From an optimization exercise on the open Yosys and OpenROAD flow, aimed at small area, a short achievable clock period and few clock cycles; shortcuts taken in it are not production practice.
Function was checked by simulation only, so behaviour that the tests miss may differ from the original.
Power figures rest on the tool's default switching activity, not on a simulated workload.

==> flow/design.v <==
module ALU(ASrc, BSrc, aluOp, alures);
  input logic [31:0] ASrc;
  input logic [31:0] BSrc;
  input logic [3:0] aluOp;
  output logic [31:0] alures;
  always @(*) begin
    case (aluOp)
      4'b0000: alures = ASrc + BSrc;  
      4'b1000: alures = ASrc - BSrc;  
      4'b0001: alures = ASrc << BSrc[4:0];  
      4'b0010: alures = {31'b0, $signed(ASrc) < $signed(BSrc)};  
      4'b0011: alures = {31'b0, ASrc < BSrc};  
      4'b0100: alures = ASrc ^ BSrc;  
      4'b0101: alures = ASrc >> BSrc[4:0];  
      4'b1101: alures = $unsigned($signed(ASrc) >>> BSrc[4:0]);  
      4'b0111: alures = ASrc & BSrc;  
      4'b0110: alures = ASrc | BSrc;  
      default: alures = ASrc + BSrc;
    endcase
  end
endmodule
module addInst(address, newAddress);
  input logic [31:0] address;
  output logic [31:0] newAddress;
  always @(*)
    newAddress = address + 32'h4;
endmodule
module branchUnit(brOp, Ru1, Ru2, nextPcSrc);
  input logic [4:0] brOp;
  input logic [31:0] Ru1;
  input logic [31:0] Ru2;
  output logic nextPcSrc;
  always @(*)begin
    nextPcSrc = 0;
    if (brOp[4] == 1)
      nextPcSrc = 1;
    else if (brOp[4:3] == 2'b01) begin
      case(brOp)
        5'b01000:
          if (Ru1 == Ru2)
            nextPcSrc = 1;
        5'b01001:
          if (Ru1 != Ru2)
            nextPcSrc = 1;
        5'b01100:
          if ($signed(Ru1) < $signed(Ru2))
            nextPcSrc = 1;
        5'b01101:
          if ($signed(Ru1) >= $signed(Ru2))
            nextPcSrc = 1;
        5'b01110:
          if (Ru1 < Ru2)
            nextPcSrc = 1;
        5'b01111:
          if (Ru1 >= Ru2)
            nextPcSrc = 1;
        default: nextPcSrc = 0;
      endcase
    end
  end
endmodule
module controlUnit(opCode, funct3, funct7, RUWr, ALUOp, IMMSrc,	ALUASrc, ALUBSrc, DMWr, DMCtrl, BrOp,RUDataWrSrc);
  input logic [6:0] opCode;
  input logic [2:0] funct3;
  input logic [6:0] funct7;
  output logic RUWr;
  output logic [3:0] ALUOp;
  output logic [2:0] IMMSrc;
  output logic [1:0] ALUASrc;
  output logic ALUBSrc;
  output logic DMWr;
  output logic [2:0] DMCtrl;
  output logic [4:0] BrOp;
  output logic [1:0] RUDataWrSrc;
  always @(*) begin
    RUWr = 0;
    ALUOp = 4'b0000;
    IMMSrc = 3'b000;
    ALUASrc = 2'b00;
    ALUBSrc = 0;
    DMWr = 0;
    DMCtrl = funct3;
    BrOp = 5'b00000;
    RUDataWrSrc = 2'b00;
    case(opCode)
        7'b0110011: begin   
          RUWr= 1;
          ALUOp= {funct7[5],funct3};
  		  ALUASrc= 2'b00;
  		  ALUBSrc= 0;
  		  DMWr= 0;
          BrOp= 5'b00000;
  		  RUDataWrSrc = 2'b00;
        end
        7'b0010011: begin   
          RUWr= 1;
          ALUOp= {(funct3 == 3'b101) ? funct7[5] : 1'b0, funct3};
  		  IMMSrc= 3'b000;
  		  ALUASrc= 2'b00;
  		  ALUBSrc= 1;
  		  DMWr= 0;
          BrOp= 5'b00000;
          RUDataWrSrc= 2'b00;
        end
        7'b0000011: begin   
          RUWr= 1;
          ALUOp= 4'b0;
  		  IMMSrc= 3'b000;
  		  ALUASrc= 2'b00;
  		  ALUBSrc= 1;
  		  DMWr= 0;
          DMCtrl= funct3;
          BrOp= 5'b00000;
          RUDataWrSrc= 2'b01;
        end
        7'b0100011:begin   
          RUWr= 0;
          ALUOp= 4'b0000;
  		  IMMSrc= 3'b001;
  		  ALUASrc= 2'b00;
  		  ALUBSrc= 1;
  		  DMWr= 1;
          DMCtrl= funct3;
          BrOp= 5'b00000;
        end
        7'b1100011: begin   
          RUWr= 0;
          ALUOp= 4'b0000;
  		  IMMSrc= 3'b101;
  		  ALUASrc= 2'b01;
  		  ALUBSrc= 1;
  		  DMWr= 0;
          BrOp= {2'b01, funct3};
        end
        7'b1101111: begin  
          RUWr= 1;
          ALUOp= 4'b0000;
  		  IMMSrc= 3'b110;
  		  ALUASrc= 2'b01;
  		  ALUBSrc= 1;
  		  DMWr= 0;
          BrOp= 5'b10000;
          RUDataWrSrc= 2'b10;
        end
      7'b1100111: begin  
          RUWr= 1;
          ALUOp= 4'b0000;
  		  IMMSrc= 3'b000;
  		  ALUASrc= 2'b00;
  		  ALUBSrc= 1;
  		  DMWr= 0;
          BrOp= 5'b10000;
          RUDataWrSrc= 2'b10;
        end
      7'b0110111: begin   
          RUWr= 1;
          ALUOp= 4'b0000;
  		  IMMSrc= 3'b010;
  		  ALUASrc= 2'b10;
  		  ALUBSrc= 1;
  		  DMWr= 0;
          BrOp= 5'b00000;
          RUDataWrSrc= 2'b00;
        end
      7'b0010111: begin   
          RUWr= 1;
          ALUOp= 4'b0000;
  		  IMMSrc= 3'b010;
  		  ALUASrc= 2'b01;
  		  ALUBSrc= 1;
  		  DMWr= 0;
          BrOp= 5'b00000;
          RUDataWrSrc= 2'b00;
        end
      default: begin
          RUWr= 0;
        end
      endcase
  end
endmodule
module ImmGen(immSrc, data, immExt);
  input logic [2:0] immSrc;
  input logic [24:0] data;
  output logic [31:0] immExt;
  always@(*) begin
    case(immSrc)
        3'b000:immExt= {{20{data[24]}}, data[24:13]};  
        3'b001:immExt= {{20{data[24]}}, data[24:18], data[4:0]};  
        3'b101:immExt= {{19{data[24]}}, data[24], data[0], data[23:18], data[4:1], 1'b0};  
        3'b010:immExt= {data[24:5], 12'b0};  
        3'b110:immExt= {{11{data[24]}}, data[24], data[12:5], data[13], data[23:14], 1'b0};  
        default:immExt= {{20{data[24]}}, data[24:13]};
      endcase
  end
endmodule
module Mux2t1(data0, data1, select, dataOut);
  input logic select;
  input logic [31:0] data0;
  input logic [31:0] data1;
  output logic [31:0] dataOut;
  always @(*) begin
    if (select == 1) dataOut = data1;
    else dataOut = data0;
  end
endmodule
module Mux3t1(data0, data1, data2, select, dataOut);
  input logic [1:0] select;
  input logic [31:0] data0;
  input logic [31:0] data1;
  input logic [31:0] data2;
  output logic [31:0] dataOut;
  always @(*) begin
    case(select)
      2'b00: dataOut = data0;
      2'b01: dataOut = data1;
      2'b10: dataOut = data2;
      default: dataOut = data0;
    endcase
  end
endmodule
module progCount(addressIn, addressOut, clk, rst);
  input logic clk;
  input logic rst;
  input logic [31:0] addressIn;
  output logic [31:0] addressOut;
  always @(posedge clk or posedge rst) begin
    if (rst)
      addressOut <= 32'b0;
    else
      addressOut <= addressIn;
  end
endmodule
module RegisterFile (
    input logic clk,            
    input logic rst,            
    input logic we,             
    input logic [4:0] wrAddr,   
    input logic [4:0] rdAddr1,  
    input logic [4:0] rdAddr2,  
    input logic [31:0] wrData,  
    output logic [31:0] rdData1,
    output logic [31:0] rdData2 
);
logic [31:0] regFile [31:0];
integer i;
always_ff @(posedge clk or posedge rst) begin
    if (rst) begin  
        for (i = 0; i < 32; i = i + 1)
            regFile[i] <= 32'b0;
    end
    else if (we && wrAddr != 5'b0)  
        regFile[wrAddr] <= wrData;
end
assign rdData1 = (rdAddr1 == 5'b0) ? 32'b0 : regFile[rdAddr1]; 
assign rdData2 = (rdAddr2 == 5'b0) ? 32'b0 : regFile[rdAddr2]; 
endmodule
module loadStoreUnit(dmCtrl, dmWr, address, dataWr, memRdata, memWdata, memWstrb, dataRd);
  input logic [2:0] dmCtrl;
  input logic dmWr;
  input logic [31:0] address;
  input logic [31:0] dataWr;
  input logic [31:0] memRdata;
  output logic [31:0] memWdata;
  output logic [3:0] memWstrb;
  output logic [31:0] dataRd;
  logic [7:0] byteRd;
  logic [15:0] halfRd;
  always @(*) begin
    case(address[1:0])
      2'b00: byteRd = memRdata[7:0];
      2'b01: byteRd = memRdata[15:8];
      2'b10: byteRd = memRdata[23:16];
      default: byteRd = memRdata[31:24];
    endcase
    halfRd = address[1] ? memRdata[31:16] : memRdata[15:0];
    case(dmCtrl)   
      3'b000: dataRd = {{24{byteRd[7]}}, byteRd};
      3'b001: dataRd = {{16{halfRd[15]}}, halfRd};
      3'b010: dataRd = memRdata;
      3'b100: dataRd = {24'h0, byteRd};
      3'b101: dataRd = {16'h0, halfRd};
      default: dataRd = memRdata;
    endcase
  end
  always @(*) begin
    memWdata = dataWr;
    memWstrb = 4'b0000;
    case(dmCtrl[1:0])   
      2'b00: begin
        memWdata = {4{dataWr[7:0]}};
        memWstrb = 4'b0001 << address[1:0];
      end
      2'b01: begin
        memWdata = {2{dataWr[15:0]}};
        memWstrb = address[1] ? 4'b1100 : 4'b0011;
      end
      default: begin
        memWdata = dataWr;
        memWstrb = 4'b1111;
      end
    endcase
    if (dmWr == 0)
      memWstrb = 4'b0000;
  end
endmodule
module procMonoc(
  input  logic        clk,
  input  logic        rst,
  output logic [31:0] imem_addr,
  input  logic [31:0] imem_rdata,
  output logic [31:0] dmem_addr,
  output logic [31:0] dmem_wdata,
  output logic [3:0]  dmem_wstrb,
  output logic        dmem_we,
  input  logic [31:0] dmem_rdata);
  wire [31:0] addrPC;
  wire [31:0] addrOutPC;
  wire [31:0] addrOutAdd;
  wire [31:0] inst;
  wire RuWr;
  wire [3:0] ALUOp;
  wire [2:0] IMMSrc;
  wire [1:0] ALUASrc;
  wire ALUBSrc;
  wire DMWr;
  wire [2:0] DMCtrl;
  wire [4:0] BrOp;
  wire [1:0] RUDataWrSrc;
  wire [31:0] DataRd;
  wire [31:0] RU1;
  wire [31:0] RU2;
  wire [31:0] immExt;
  wire [31:0] dataA;
  wire [31:0] dataB;
  wire [31:0] dataOutAlu;
  wire [31:0] dataWr;
  wire [31:0] nextPcTarget;
  wire NextPcSrc;
  progCount PC(.addressIn(addrPC), .addressOut(addrOutPC), .clk(clk), .rst(rst));
  assign imem_addr = addrOutPC;
  assign inst = imem_rdata;
  controlUnit CU(.opCode(inst[6:0]), .funct3(inst[14:12]), .funct7(inst[31:25]), .RUWr(RuWr), .ALUOp(ALUOp), .IMMSrc(IMMSrc), .ALUASrc(ALUASrc), .ALUBSrc(ALUBSrc), .DMWr(DMWr), .DMCtrl(DMCtrl), .BrOp(BrOp), .RUDataWrSrc(RUDataWrSrc));
  addInst adder(.address(addrOutPC), .newAddress(addrOutAdd));
  assign nextPcTarget = {dataOutAlu[31:1], 1'b0};
  Mux2t1 MUXNextPC(.data0(addrOutAdd), .data1(nextPcTarget), .select(NextPcSrc), .dataOut(addrPC));
  RegisterFile RU(.clk(clk), .rst(rst), .we(RuWr), .wrAddr(inst[11:7]), .rdAddr1(inst[19:15]), .rdAddr2(inst[24:20]), .wrData(dataWr), .rdData1(RU1), .rdData2(RU2));
  ALU ALU(.ASrc(dataA), .BSrc(dataB), .aluOp(ALUOp), .alures(dataOutAlu));
  ImmGen IG(.immSrc(IMMSrc), .data(inst[31:7]), .immExt(immExt));
  Mux3t1 MUXA(.data0(RU1), .data1(addrOutPC), .data2(32'b0), .select(ALUASrc), .dataOut(dataA));
  Mux2t1 MUXB(.data0(RU2), .data1(immExt), .select(ALUBSrc), .dataOut(dataB));
  branchUnit BU(.brOp(BrOp), .Ru1(RU1), .Ru2(RU2), .nextPcSrc(NextPcSrc));
  loadStoreUnit DM(.dmCtrl(DMCtrl), .dmWr(DMWr), .address(dataOutAlu), .dataWr(RU2), .memRdata(dmem_rdata), .memWdata(dmem_wdata), .memWstrb(dmem_wstrb), .dataRd(DataRd));
  assign dmem_addr = dataOutAlu;
  assign dmem_we = DMWr;
  Mux3t1 MUXWB(.data0(dataOutAlu), .data1(DataRd), .data2(addrOutAdd), .select(RUDataWrSrc), .dataOut(dataWr));
endmodule
==> flow/run.sh <==
#!/bin/bash
# synth_recipe.tcl (not shown) runs the flow's synth.tcl, then flattens the netlist and writes it again
# the make line also repeats each setting of config.mk as NAME=value (left out here)
make -C /OpenROAD-flow-scripts/flow DESIGN_CONFIG=/design/flow/config.mk WORK_HOME=/design/flow/orfs CLKGATE_MAP_FILE= SYNTH_SCRIPT=/design/flow/synth_recipe.tcl finish
==> flow/config.mk <==
export PLATFORM = sky130hd
export DESIGN_NAME = procMonoc
export DESIGN_NICKNAME = procMonoc
export VERILOG_FILES = /design/flow/design.v
export SDC_FILE = /design/flow/constraint.sdc
export NUM_CORES = 4
export LEC_CHECK = 0
export CAP_MARGIN = 20
export CORE_MARGIN = 2
export CORE_UTILIZATION = 35
export SETUP_SLACK_MARGIN = 0.3
export SLEW_MARGIN = 20
==> flow/constraint.sdc <==
create_clock -name core_clock -period 12.5 [get_ports {clk}]
set_input_delay 2.5000 -clock core_clock [delete_from_list [all_inputs] [get_ports {clk}]]
set_output_delay 2.5000 -clock core_clock [all_outputs]
set_load 0.01 [all_outputs]
==> summary.txt <==
[worst max-delay path, cell delays in order]
cell,delay [ns]
buf_4,0.40
or3b_1,0.55
nor2_2,0.16
buf_4,0.36
a2111oi_0,0.57
nand4_1,0.19
o31a_1,0.44
a22oi_4,0.23
inv_1,0.13
ha_1,0.49
a21o_1,0.16
a21o_1,0.21
nor3_1,0.06
o21a_1,0.26
nor4_2,0.37
buf_4,0.17
and4b_1,0.21
o31ai_1,0.32
nor2_1,0.21
a221o_1,0.39
o21ai_0,0.20
buf_4,0.15
a21oi_1,0.08
nor3_1,0.19
clkdlybuf4s50_1,0.57
[layout make-up]
| cell class | instances | share of cell area (%) |
|---|---|---|
| clock buffer | 163 | 4.32 |
| timing repair buffer | 772 | 8.39 |
| sequential | 1023 | 32.4 |
| clock inverter | 57 | 0.816 |
| antenna | 39 | 0.123 |
| inverter | 173 | 0.825 |
| multi-input combinational | 5733 | 49.2 |
| tap | 2526 | 3.99 |
[cell families after synthesis]
kind of cell | synth area share, %
xor gates and xnor gates | 0.663
adders and majority gates | 2.57
muxes | 7.02
other | 0.00557
and+or+nand+nor | 16.3
DFF | 38.0
buffers and inverters | 5.96
AOI/OAI and AO/OA | 29.5
[sequential cells by signal (all words and copies together) (netlist names)]
name,cells
RU.regFile,992
PC.addressOut,31
[where the power goes]
part / switching [W] / leakage [nW] / internal [W]
sequential: 0.000285 / 14.1 / 0.00347
clock: 0.00166 / 1.97 / 0.00210
combinational: 0.00135 / 18.7 / 0.000614
[worst min path at each step]
stage,endpoint,cells past startpoint,start,slack [ns]
floorplan,RU.regFile[8][1],2,RU.regFile[8][1],0.45
global placement,RU.regFile[2][5],2,RU.regFile[2][5],0.48
detailed placement,RU.regFile[18][31],2,RU.regFile[18][31],0.49
CTS,RU.regFile[18][31],2,RU.regFile[18][31],0.50
global route,RU.regFile[2][8],2,RU.regFile[2][8],0.54
finish,RU.regFile[18][31],2,RU.regFile[18][31],0.50
[cell usage after synthesis, types with 37 or more instances]
master	count
dfrtp_1	1023
nand2_1	836
clkbuf_1	600
a22oi_1	530
a31oi_1	406
o21ai_0	384
and3_1	362
a21oi_1	353
nor2_1	322
o22ai_1	289
mux2_2	230
nand3_1	226
mux2i_1	198
o31ai_1	164
inv_1	163
ha_1	135
buf_2	133
o2bb2ai_1	124
nand4_1	111
nor3_1	102
a2111oi_0	94
a21o_1	56
nor4_1	47
a221oi_1	45
buf_1	41
a211oi_1	39
xnor2_1	38
nand2b_1	37
[layer usage]
layer  share of wire, %  vias up  wire, um  track usage, %
met5              0.038        -       185           0.269
li1                   -    29800         -               -
met4                 11       12     52100            39.5
met3                 14     2453     69800            21.4
met1                 36    38600    176000            57.8
met2                 39     7291    193000            66.3
[metrics by stage]
stage          area (um2)  power (W)  hold WS (ns)  util (%)
3_5_place_dp        74700    0.00564         0.490      38.9
6_report            79100    0.00949         0.502      41.2
3_3_place_gp        74600    0.00564         0.475      38.9
4_1_cts             78700    0.00932         0.504      41.0
2_1_floorplan       67400    0.00462         0.454         -
5_1_grt             79000    0.00962         0.536      41.2
[cell usage in the layout, fill, tap and decap left out, drive strengths merged, types with 46 or more instances in the layout]
cell type	count
a221oi	46
a21o	56
o21ai	390
clkdlybuf4s50	150
a31oi	406
o2bb2ai	124
nand2	837
mux2i	200
clkbuf	165
nor3	103
o22ai	289
nor2	335
buf	618
nand4	111
mux2	239
dfrtp	1023
o31ai	164
nor4	47
and3	362
nand3	227
a21oi	358
a2111oi	105
inv	176
ha	135
a22oi	552
[what timing repair did]
item	4_1_cts	5_1_grt
hold endpoints to repair	0	0
setup endpoints to repair	12	18
pin swaps	0	4
setup buffers	0	5
resized for setup	3	47
==> results.py <==
metrics = {
    "outcome": {
        "run_status": "no timing/DRC/antenna violations",
    },
    "layout": {
        "post_route_cells_drive_above_1_share_pct": 17.0,
        "post_layout_instance_count_excluding_filler_cells": 10500,
        "nNetsFinal": 8026,
        "register_area_um2": 25600,
        "multi_input_comb_area_um2": 38900,
        "syn_to_final_growth_pct": 17.4,
        "fillCellCount": 19300,
    },
    "logic_synthesis": {
        "synth_top_cells_by_area": "dfrtp_1 38%, a22oi_1 5.9%, nand2_1 4.7%",
        "syn-num-nets": 7941,
        "synth_async_sr_flop_share_pct": 100,
        "synth-seq-area-share_pct": 38.0,
        "synth_ff_type": "dfrtp_1",
        "yosysWarningCount": 11,
        "syn-mean-instance-area_um2": 8.71,
        "number_of_enable_flip_flop_cells_after_synthesis": 0,
        "synth_top_area_share_pct": 38.0,
        "synth.cell_area_um2": 67400,
        "postSynthCellCount": 7738,
        "synth_top_area_cell": "dfrtp_1",
        "synthDistinctLibCells": 114,
        "synth_seq_cells": 1023,
    },
    "global_route": {
        "track_usage_pct": 48.3,
        "global_route.overflow_total": 0,
        "number_of_antenna_violations_at_the_first_check_in_global_routing": 37,
        "maximum_number_of_pins_on_one_net_before_global_route_repair": 170,
        "grt_pass1_vias": 72700,
        "grt_pass1_wl_um": 653000,
    },
    "die": {
        "fp.dieW_um": 443,
        "ioPinCount": 167,
        "dieHeight_um": 443,
        "design.die.area_um2": 196000,
        "row_cnt": 161,
        "initial_core_util_pct": 35.1,
        "core_area_um2": 192000,
    },
    "routing": {
        "route.detailed.wl_per_inst_um": 46.9,
        "initialDrtViolationCount": 13100,
        "totalWireLength_um": 491000,
        "drt_pass1_iterations": 10,
        "total_via_count_in_the_routed_design": 78200,
        "detail_route.drc_violations": 0,
        "route.antenna.remaining_nets": 0,
        "via_count_normalized_by_instance_count": 7.46,
    },
    "placed_design": {
        "dp_worst_setup_slack_ns": 0.0713,
        "dp_hpwl_um": 346000,
        "place_inst": 10200,
        "io_buffers": 165,
        "final_gp_congestion": 1.08,
    },
    "worst_setup_path": {
        "timing.critical_path.arrival_ns": 9.67,
        "startpoint_type": "input port",
        "critPathCaptureType": "output port",
        "setup.reg_to_reg.worst_slack_ns": 4.70,
        "cp-startpoint": "imem_rdata[15]",
        "worstPathRequired_ns": 10.00,
        "r2r_end": "RU.regFile[26][12]",
        "timing.critical_path.to": "dmem_wstrb[0]",
        "timing.setup.critical_path_class": "input port to output port",
        "critical_path.reg2reg.startpoint": "RU.regFile[15][0]",
        "worstRegToRegCells": 28,
        "crit_fanout": 35,
    },
    "clock_tree": {
        "ctsRootBufferMaster": "clkbuf_16",
        "cts_htree_levels": 3,
        "cts-hold-fix-buffers": 0,
        "cts_max_path_buffers": 3,
        "clk_pin_slew_ns": 0.07,
        "cts_buffers": 120,
        "worstSkewPairLatency_ns": 0.85,
        "tritoncts": "built",
        "cts.sinks": 1023,
    },
    "power": {
        "vdd.ir_drop.worst_v": 0.000123,
        "p_leak_nw": 34.7,
        "power_density_nw_per_um2": 120,
    },
    "timing": {
        "rsz0062_at_grt": "yes",
        "finalSetupViolations": 0,
        "setup_ws_ns": 0.326,
        "final_min_period_over_clock_period_pct": 97.4,
        "final.setup_skew_ns": 0.0642,
        "max_transition_margin_pct": 14.1,
        "report.final.slew_viol_count": 0,
        "final.setup.tns_ns": 0,
        "worst_pin_slew_ns": 1.28,
        "timing.final.crit_period_ns": 12.17,
        "timing.fmax_mhz": 82.1,
        "finalHoldViolations": 0,
    },
    "min_path": {
        "hold_path.class": "flip-flop to flip-flop",
    },
    "flow_run": {
        "max_cap_viol_count": 0,
    },
}
Testbench counts, summed over its fixed seeds: cycles 212,512.

==> port drivers added, routing unchanged <==
Ports are ideal in the flow. The routed layout listed here was re-timed in OpenROAD.
Step 1, drivers: a clkbuf_16 drives clk and a buf_2 each remaining input, both assumed.
Step 2, shift: input delay + t, output delay - t, t = (earliest + latest rising clock arrival at the registers) / 2. This alone moves slack from input paths to output paths.
Slacks: no drivers / after step 1 / after step 2; pairs: no drivers / after step 1.
shift t [ns]: 0.907
slack for setup (ns): 0.326 / 0.298 / 0.298
hold WS [ns]: 0.502 / 0.502 / 0.502
worst register clock-pin slew, ns: 0.07 / 0.07
After both steps setup and hold are still met in this run. For this run, drivers alone change the setup slack by -0.028 ns; drivers and shift together by -0.028 ns.
